What follows belongs to an exercise in optimizing a design on an open flow for small area, a short achievable clock period and few clock cycles; a production flow would make more cautious choices. The RTL was checked by simulation tests, not by an equivalence proof against the original design. Power figures rest on the tool's default switching activity, not on a simulated workload.

==> flow/design.v (outline; a module is shown in full before it is edited, if it fits) <==
// module g_tr27: 176 lines
// module g_s2mix: 422 lines
// module g_s3: 994 lines
// module steganography: 188 lines
module steganography (
    input         sys_clk,
    input         reset,
    input         start,
    input         mode,
    input  [31:0] message_size,
    output        done,
    output [31:0] image_addra,
    input  [31:0] image_rddataa,
    output [31:0] secret_addra,
    input  [31:0] secret_rddataa,
    output [31:0] image_wrdatab,
    output [3:0]  image_web,
    output [31:0] image_addrb,
    output [31:0] secret_wrdatab,
    output [3:0]  secret_web,
    output [31:0] secret_addrb
);
  // ...
==> flow/flow/run.sh <==
#!/bin/bash
# Own flow: the standard synthesis; then the synthesized logic (not the
# registers, which keep their names and cells) is mapped again with ABC for
# area; then the standard layout, with buf_1 cells as the port buffers.
# Each tool's output goes to a log file here.
set -euo pipefail
W=$(pwd)
F=$W/flow
R=$W/orfs/results/$FLOW_PLATFORM/steganography/base
LIB=$FLOW_HOME/platforms/sky130hd/lib/sky130_fd_sc_hd__tt_025C_1v80.lib
export BUFFER_PORTS_ARGS="-buffer_cell sky130_fd_sc_hd__buf_1"
export SETUP_SLACK_MARGIN=11.6
export CTS_ARGS="-sink_clustering_enable -repair_clock_nets -buf_list {sky130_fd_sc_hd__clkbuf_16} -root_buf sky130_fd_sc_hd__clkbuf_16 -sink_clustering_size 32 -sink_clustering_max_diameter 150 -dont_use_dummy_load"

# 1. standard synthesis
bash standard.sh synth > synth.log 2>&1
cp $R/1_2_yosys.v synth_standard.v

# 2. logic re-mapping
yosys -q -l cells.log -p "read_liberty -ignore_miss_func -ignore_miss_dir $LIB; write_verilog -noattr cells_all.v"
python3 $F/mkmap.py cells_all.v comb_map.v
DU=""
for c in $(cat $F/dont_use.txt); do DU="$DU -dont_use $c"; done
printf 'strash\n&get -n\n&deepsyn -T %s\n&put\ndch -f\n&get -n\n&nf -R 1000\n&put\ntopo\nstime -c\n' "${DEEPSYN_T:-300}" > remap.abc
yosys -l remap.log -p "
read_liberty -lib $LIB
read_verilog synth_standard.v
hierarchy -top $FLOW_TOP
techmap -map comb_map.v
techmap
opt -fast
abc -script $W/remap.abc -liberty $LIB $DU
opt_clean -purge
hilomap -singleton -hicell sky130_fd_sc_hd__conb_1 HI -locell sky130_fd_sc_hd__conb_1 LO
insbuf -buf sky130_fd_sc_hd__buf_4 A X
write_verilog -noattr -noexpr -nohex -nodec $W/remapped.v
stat -liberty $LIB
" > /dev/null
cp remapped.v $R/1_2_yosys.v

# 3. standard layout from the re-mapped netlist
bash standard.sh > layout.log 2>&1
==> flow/flow/dont_use.txt <==
sky130_fd_sc_hd__lpflow_bleeder_1
sky130_fd_sc_hd__lpflow_clkbufkapwr_1
sky130_fd_sc_hd__lpflow_clkbufkapwr_16
sky130_fd_sc_hd__lpflow_clkbufkapwr_2
sky130_fd_sc_hd__lpflow_clkbufkapwr_4
sky130_fd_sc_hd__lpflow_clkbufkapwr_8
sky130_fd_sc_hd__lpflow_clkinvkapwr_1
sky130_fd_sc_hd__lpflow_clkinvkapwr_16
sky130_fd_sc_hd__lpflow_clkinvkapwr_2
sky130_fd_sc_hd__lpflow_clkinvkapwr_4
sky130_fd_sc_hd__lpflow_clkinvkapwr_8
sky130_fd_sc_hd__lpflow_decapkapwr_12
sky130_fd_sc_hd__lpflow_decapkapwr_3
sky130_fd_sc_hd__lpflow_decapkapwr_4
sky130_fd_sc_hd__lpflow_decapkapwr_6
sky130_fd_sc_hd__lpflow_decapkapwr_8
sky130_fd_sc_hd__lpflow_inputiso0n_1
sky130_fd_sc_hd__lpflow_inputiso0p_1
sky130_fd_sc_hd__lpflow_inputiso1n_1
sky130_fd_sc_hd__lpflow_inputiso1p_1
sky130_fd_sc_hd__lpflow_inputisolatch_1
sky130_fd_sc_hd__lpflow_isobufsrc_1
sky130_fd_sc_hd__lpflow_isobufsrc_16
sky130_fd_sc_hd__lpflow_isobufsrc_2
sky130_fd_sc_hd__lpflow_isobufsrc_4
sky130_fd_sc_hd__lpflow_isobufsrc_8
sky130_fd_sc_hd__lpflow_isobufsrckapwr_16
sky130_fd_sc_hd__lpflow_lsbuf_lh_hl_isowell_tap_1
sky130_fd_sc_hd__lpflow_lsbuf_lh_hl_isowell_tap_2
sky130_fd_sc_hd__lpflow_lsbuf_lh_hl_isowell_tap_4
sky130_fd_sc_hd__lpflow_lsbuf_lh_isowell_4
sky130_fd_sc_hd__lpflow_lsbuf_lh_isowell_tap_1
sky130_fd_sc_hd__lpflow_lsbuf_lh_isowell_tap_2
sky130_fd_sc_hd__lpflow_lsbuf_lh_isowell_tap_4
sky130_fd_sc_hd__probe_p_8
sky130_fd_sc_hd__probec_p_8
==> flow/flow/mkmap.py <==
#!/usr/bin/env python3
# Keep the combinational cell models of a yosys-written liberty model file
# (no flip-flops, latches or tie cells): a techmap file that turns the
# synthesized netlist's logic cells back into gates.
import re, sys
s = open(sys.argv[1]).read()
out = []
for body, name in re.findall(r'(module (\S+)\(.*?endmodule\n)', s, re.S):
    if 'always' in body or ' reg ' in body or 'conb' in name or 'output' not in body:
        continue
    out.append(body)
open(sys.argv[2], 'w').write("\n".join(out))
==> flow/standard.sh <==
#!/bin/bash
# synth_recipe.tcl (not shown) runs the flow's synth.tcl, then flattens the netlist and writes it again
# the make line also repeats each setting of config.mk as NAME=value (left out here)
make -C /OpenROAD-flow-scripts/flow DESIGN_CONFIG=/design/flow/config.mk WORK_HOME=/design/flow/orfs CLKGATE_MAP_FILE= SYNTH_SCRIPT=/design/flow/synth_recipe.tcl "${@:-finish}"
==> flow/config.mk <==
export PLATFORM = sky130hd
export DESIGN_NAME = steganography
export DESIGN_NICKNAME = steganography
export VERILOG_FILES = /design/flow/design.v
export SDC_FILE = /design/flow/constraint.sdc
export NUM_CORES = 4
export LEC_CHECK = 0
export ABC_AREA = 1
export CAP_MARGIN = 20
export CORE_MARGIN = 2
export CORE_UTILIZATION = 40
export SLEW_MARGIN = 20
==> flow/constraint.sdc <==
create_clock -name core_clock -period 16.0 [get_ports {sys_clk}]
set_input_delay 3.2000 -clock core_clock [delete_from_list [all_inputs] [get_ports {sys_clk}]]
set_output_delay 3.2000 -clock core_clock [all_outputs]
set_load 0.01 [all_outputs]
==> flow_summary.ini, run 1 <==
[sta]
setup_viol = 0
post-route-period-util = 0.2705
hold_violations = 0
fin_worst_skew_ps = 81.97
period_minus_slack_ps = 4328
slew_violations = 0

[grt]
antenna_found_initial = 0
grt_use_met1 = 0.2227
grt_use_met2 = 0.3223

[finish]
multi_input_area_um2 = 5996
final-clk-cell-share = 0.02220
areaGrowthSynthToFinish_pct = 10.33
n_antenna_cell = 0
stdcell_count = 1907
buf_share = 0.07721

[placed_design]
post-place-ws_ps = 11160
portBuffers = 221

[setup_path]
startpoint_type = flop
critical_path_depth = 1
critPathLaunch = wrdata[7]
path_class = reg -> out
slowest_stage = dfxtp_1

[clock_network]
cts_sinks = 227
root_buffer = clkbuf_16

[die]
top_level_ports = 301
core_area_um2 = 27710

[pwr]
p_clk_frac = 0.173
p_int_mw = 1.042
vdd_drop_max_v = 0.00006792

[route]
vias_per_cell = 5.067

[run_status]
status = no timing/DRC/antenna violations

[yosys]
synth_area_um2 = 11240
Testbench counts, summed over its fixed seeds: cycles 9,323.
==> run 2, diff against run 1 <==
--- a/flow/flow/run.sh
+++ b/flow/flow/run.sh
@@ -10,7 +10,7 @@
 LIB=$FLOW_HOME/platforms/sky130hd/lib/sky130_fd_sc_hd__tt_025C_1v80.lib
 export BUFFER_PORTS_ARGS="-buffer_cell sky130_fd_sc_hd__buf_1"
 export SETUP_SLACK_MARGIN=11.6
-export CTS_ARGS="-sink_clustering_enable -repair_clock_nets -buf_list {sky130_fd_sc_hd__clkbuf_16} -root_buf sky130_fd_sc_hd__clkbuf_16 -sink_clustering_size 32 -sink_clustering_max_diameter 150 -dont_use_dummy_load"
+export CTS_ARGS="-sink_clustering_enable -repair_clock_nets -buf_list {sky130_fd_sc_hd__clkbuf_8 sky130_fd_sc_hd__clkbuf_16} -root_buf sky130_fd_sc_hd__clkbuf_16 -sink_clustering_size 24 -sink_clustering_max_diameter 120 -dont_use_dummy_load"
 
 # 1. standard synthesis
 bash standard.sh synth > synth.log 2>&1
==> run 2 against run 1 <==
  * Still clean
  * Non-clock buffer count stayed put
  * Critical path depth increased by 8
  * Combinational power increased by 0.9%
  * Sequential power about the same
  * Worst hold slack worse by 15 ps
  * Die area is the same
  * Power increased by 1.9%
  * Cell count is 0.10% higher
  * Critical path type is now in -> reg
  * Critical endpoint is now nB[2]
  * Largest power group unchanged
  * Highest routed layer unchanged
==> flow_summary.ini, run 2 <==
[run_status]
status = no timing/DRC/antenna violations

[clock_network]
cts_max_path_buffers = 3
root_buffer = clkbuf_16
cts_sinks = 227
cts-htree-levels = 1
cts_tree = done
clkSlewWorstSetupHoldPaths_ps = 100
clk_latency_ps = 470
numCtsBuffers = 13

[die]
die_x_um = 171.6
core_area_um2 = 27710
die_y_um = 171.6
start_util = 0.4055
design.die.area_um2 = 29450
top_level_ports = 301
num_rows = 61

[setup_path]
r2r_cells = 26
r2r_end = fA[5]
path_class = in -> reg
arrival_ps = 4700
required_ps = 16360
path_max_fanout = 7
critPathLaunch = secret_rddataa[9]
startpoint_type = input pin
r2r_slack_ps = 11760
endpoint_kind = flop
reg2reg_from = d1[5]
worstSetupEndpoint = nB[2]

[finish]
drive_gt1_frac = 0.05813
mostFrequentLayoutCells = dfxtp_1 (222), buf_1 (221), nor2_1 (143)
n_antenna_cell = 0
nFillCells = 2785
areaGrowthSynthToFinish_pct = 11.01
design_area_um2 = 12470
final_common_cell = dfxtp_1
final_nets = 1633

[grt]
globalRouteOverflowTotal = 0
antenna_found_initial = 0
grt_pass1_wl_mm = 42.18
grt_pass1_vias = 8465
groute.usage.overall = 0.1780
grt_max_degree = 37

[sta]
max_freq_mhz = 230.5
finalSetupTns_ps = 0
hold_violations = 0
setup_viol = 0
tightest_slew_ps = 972.4
slew_violations = 0
period_minus_slack_ps = 4338
post-route-period-util = 0.2711
rsz0062_at_grt = true
fin_worst_skew_ps = 32.49
slew_headroom = 0.3517

[route]
wirelength_mm = 27.85
post-route-drc-count = 0
ant_nets = 0
drt-initial-drc-count = 655
drt_first_pass_iters = 5
vias = 9652
avgRoutedWirePerCell_um = 14.59
vias_per_cell = 5.056

[yosys]
yosysWarnings = 1
postSynthAreaPerCell_um2 = 8.280
syn_inst = 1357
synth_area_um2 = 11240

[pwr]
p_leak_nw = 4.694
power.density_nw_per_um2 = 140.3
vdd_drop_max_v = 0.00006742

[placed_design]
place_area_um2 = 11840
portBuffers = 221
hpwl_mm = 21.36
finalWeightedCongestion = 0.9353

[job]
drv_cap = 0

[min_path]
hp-class = reg -> reg
## run 2: power by group
group	total (mW)	leakage, nW	switching (mW)	internal [mW]
sequential	0.734	1.89	0.0815	0.652
combinational	0.693	2.64	0.425	0.268
clock	0.323	0.160	0.177	0.146
total	1.75	4.69	0.684	1.07
## run 2: metal layers
layer | wire length, um | vias up | part of all wire | global-route usage
li1 | - | 4915 | - | -
met1 | 12470 | 4416 | 0.45 | 0.2246
met2 | 13360 | 294 | 0.48 | 0.3216
met3 | 1470 | 27 | 0.053 | 0.02071
met4 | 548 | 0 | 0.020 | 0.04385
met5 | 0 | - | 0 | 0
## run 2: how the worst min path moves through the flow
stage	from	cells past startpoint	to	slack, ps
after global placement	d2[8]	0	pw[8]	310
after floorplan	d2[0]	0	pw[0]	310
final	d2[18]	0	pw[18]	300
after detailed placement	d2[16]	0	pw[16]	310
after CTS	d2[18]	0	pw[18]	300
after global routing	d2[18]	0	pw[18]	300
## run 2: per-stage QoR
step	hold slack (ps)	util	setup WS (ps)	power (mW)	std cells
2_1_floorplan	309.6	-	11440	1.229	1419
3_3_place_gp	310.6	0.4274	11230	1.376	1887
3_5_place_dp	312.1	0.4274	11160	1.383	1887
4_1_cts	298.5	0.4414	11610	1.717	1902
5_1_grt	300.2	0.4502	11520	1.874	1909
6_report	298.8	0.4502	11660	1.750	1909
## run 2: layout make-up
class | instances | area (um^2) | share of cell area
Timing Repair Buffer | 238 | 957.2 | 0.07674
Multi-Input combinational cell | 1017 | 6026 | 0.4831
Inverter | 36 | 136.4 | 0.01093
Clock buffer | 13 | 325.3 | 0.02608
Sequential cell | 227 | 4556 | 0.3652
Tap cell | 378 | 473.0 | 0.03792
## run 2: worst max-delay path, cell delays in order
cell and delay, ps:
buf_1 90, mux2i_4 220, nor2b_4 210, xnor2_1 150, o21bai_1 170, o21a_1 150, a21oi_1 50, or3_1 330
o311a_1 140
## run 2: timing repair
action / CTS / global route
setup buffers: 2 / 7
gates resized for setup: 10 / 59
hold buffers: 0 / 0
pin swaps: 3 / 11
endpoints found under the setup margin: 2 / 6
==> run 3, diff against run 2 <==
--- a/flow/flow/run.sh
+++ b/flow/flow/run.sh
@@ -21,7 +21,7 @@
 python3 $F/mkmap.py cells_all.v comb_map.v
 DU=""
 for c in $(cat $F/dont_use.txt); do DU="$DU -dont_use $c"; done
-printf 'strash\n&get -n\n&deepsyn -T %s\n&put\ndch -f\n&get -n\n&nf -R 1000\n&put\ntopo\nstime -c\n' "${DEEPSYN_T:-300}" > remap.abc
+printf 'strash\n&get -n\n&deepsyn -T %s\n&put\ndch -f\n&get -n\n&nf -R 1000\n&put\ntopo\nstime -c\n' "${DEEPSYN_T:-120}" > remap.abc
 yosys -l remap.log -p "
 read_liberty -lib $LIB
 read_verilog synth_standard.v
==> run 3 against run 2 <==
  * Still clean on timing, DRC and antenna
  * Synthesized cell count stayed put
  * Worst hold slack stayed put
  * Design area stayed put
  * Core utilization stayed put
  * Routed wire length stayed put
  * Clock power hardly changed
  * Cell count stayed put
  * Clock-buffer cell count stayed put
  * Non-clock buffer count stayed put
  * Setup slack stayed put
  * Die area stayed put
  * Highest routed layer unchanged
==> flow_summary.ini, run 3 <==
[run_status]
status = no timing/DRC/antenna violations

[placed_design]
place_area_um2 = 11840
placed_cells = 1887
finalWeightedCongestion = 0.9353
hpwl_mm = 21.36
portBuffers = 221

[grt]
antenna_found_initial = 0
grt_pass1_vias = 8465
grt_max_degree = 37
groute.usage.overall = 0.1780
grt_pass1_wl_mm = 42.18
globalRouteOverflowTotal = 0

[clock_network]
cts-htree-levels = 1
cts_sinks = 227
root_buffer = clkbuf_16
cts_tree = done
ctsHoldBuffers = 0
numCtsBuffers = 13
clkSlewWorstSetupHoldPaths_ps = 100
clk_latency_ps = 470
cts_max_path_buffers = 3

[finish]
mostFrequentLayoutCells = dfxtp_1 (222), buf_1 (221), nor2_1 (143)
n_antenna_cell = 0
final_nets = 1633
final_common_cell = dfxtp_1
areaGrowthSynthToFinish_pct = 11.01
drive_gt1_frac = 0.05813
stdcell_count = 1909
nFillCells = 2785
design_area_um2 = 12470

[pwr]
comb_power_share = 0.396
power_frac_seq = 0.419
p_clk_frac = 0.185
vdd_drop_max_v = 0.00006742
power.density_nw_per_um2 = 140.3
p_sw_mw = 0.6837
p_int_mw = 1.067
p_leak_nw = 4.694
switching_share = 0.3906

[die]
start_util = 0.4055
die_y_um = 171.6
die_x_um = 171.6
design.die.area_um2 = 29450
num_rows = 61
top_level_ports = 301
core_area_um2 = 27710

[sta]
post-route-period-util = 0.2711
period_minus_slack_ps = 4338
hold_violations = 0
fin_worst_skew_ps = 32.49
finalSetupTns_ps = 0
slew_violations = 0
tightest_slew_ps = 972.4
max_freq_mhz = 230.5
setup_viol = 0
rsz0062_at_grt = true
slew_headroom = 0.3517

[setup_path]
endpoint_kind = flop
required_ps = 16360
path_max_fanout = 7
startpoint_type = input pin
path_class = in -> reg
arrival_ps = 4700

[route]
avgRoutedWirePerCell_um = 14.59
post-route-drc-count = 0
vias_per_cell = 5.056
ant_nets = 0
vias = 9652
drt_first_pass_iters = 5
wirelength_mm = 27.85
drt-initial-drc-count = 655

[yosys]
synth_area_um2 = 11240
yosysWarnings = 1
postSynthAreaPerCell_um2 = 8.280
syn_inst = 1357

[min_path]
hp-class = reg -> reg

[job]
drv_cap = 0
-- run 3: cell counts in the layout (fill, tap and decap cells not counted) --
Identical to the previous run, type by type.
-- run 3: repair_timing --
| item | in CTS | in global routing |
|---|---|---|
| resized for setup | 10 | 59 |
| pin swaps | 3 | 11 |
| endpoints found under the setup margin | 2 | 6 |
| buffers inserted | 2 | 7 |
-- run 3: worst paths after layout --
path,from,endpoint,slack (ps),depth (start not counted)
max,secret_rddataa[9],nB[2],11660,9
min,d2[18],pw[18],300,0
max reg2reg,d1[5],fA[5],11760,26
min reg2reg,d2[18],pw[18],300,0
-- run 3: stage by stage --
stage	setup WS, ps	utilization	hold slack, ps	total power, mW
after CTS	11610	0.4414	298.5	1.717
after global placement	11230	0.4274	310.6	1.376
after detailed placement	11160	0.4274	312.1	1.383
after floorplan	11440	-	309.6	1.229
final	11660	0.4502	298.8	1.750
after global routing	11520	0.4502	300.2	1.874
-- run 3: critical path, stage by stage --
cell and delay [ps]:
buf_1 90, mux2i_4 220, nor2b_4 210, xnor2_1 150, o21bai_1 170, o21a_1 150, a21oi_1 50, or3_1 330
o311a_1 140
-- run 3: final cells by class --
cell class / instances / area, um^2 / share of cell area
tap: 378 / 473.0 / 0.03792
sequential: 227 / 4556 / 0.3652
timing repair buffer: 238 / 957.2 / 0.07674
clock buffer: 13 / 325.3 / 0.02608
inverter: 36 / 136.4 / 0.01093
multi-input combinational: 1017 / 6026 / 0.4831
-- run 3: power by group through the flow --
stage | Sequential, mW | Combinational [mW] | Clock [mW]
floorplan | 0.738 | 0.491 | 0
global placement | 0.745 | 0.631 | 0
detailed placement | 0.747 | 0.637 | 0
CTS | 0.733 | 0.648 | 0.336
global route | 0.748 | 0.770 | 0.356
finish | 0.734 | 0.693 | 0.323
-- run 3: routing by layer --
layer	track usage	wire length, um	up-vias
met5	0	0	-
li1	-	-	4915
met4	0.04385	548	0
met1	0.2246	12470	4416
met2	0.3216	13360	294
met3	0.02071	1470	27

==> static timing again, ports no longer ideal <==
In the flow no input, the clock included, has a driving cell. The finished layouts below were timed again as built, in two steps. Step 1 sets driving cells, clkbuf_16 on the clock port and buf_2 on the other inputs (assumed; they add their load-dependent delay and slew). Step 2 adds t to the input delays and takes it off the output delays; t is the mean of the earliest and latest rising clock arrival at the registers after step 1. Input paths then give back, and output paths get back, about the clock's delay inside the block. Slacks: ideal / step 1 / step 2; pairs: ideal / step 1.
run | shift t [ns] | setup slack, ns | clock arrival spread, ns | worst data-port slew with drivers (ns) | cell pins on the clock port's net
run 1 | 0.497 | 11.672 / 11.621 / 11.222 | 0.085 / 0.085 | 0.04 | 1
run 2 | 0.506 | 11.662 / 11.636 / 11.182 | 0.033 / 0.033 | 0.05 | 1
run 3 | 0.506 | 11.662 / 11.636 / 11.182 | 0.033 / 0.033 | 0.05 | 1
After both steps every run listed still meets setup and hold.
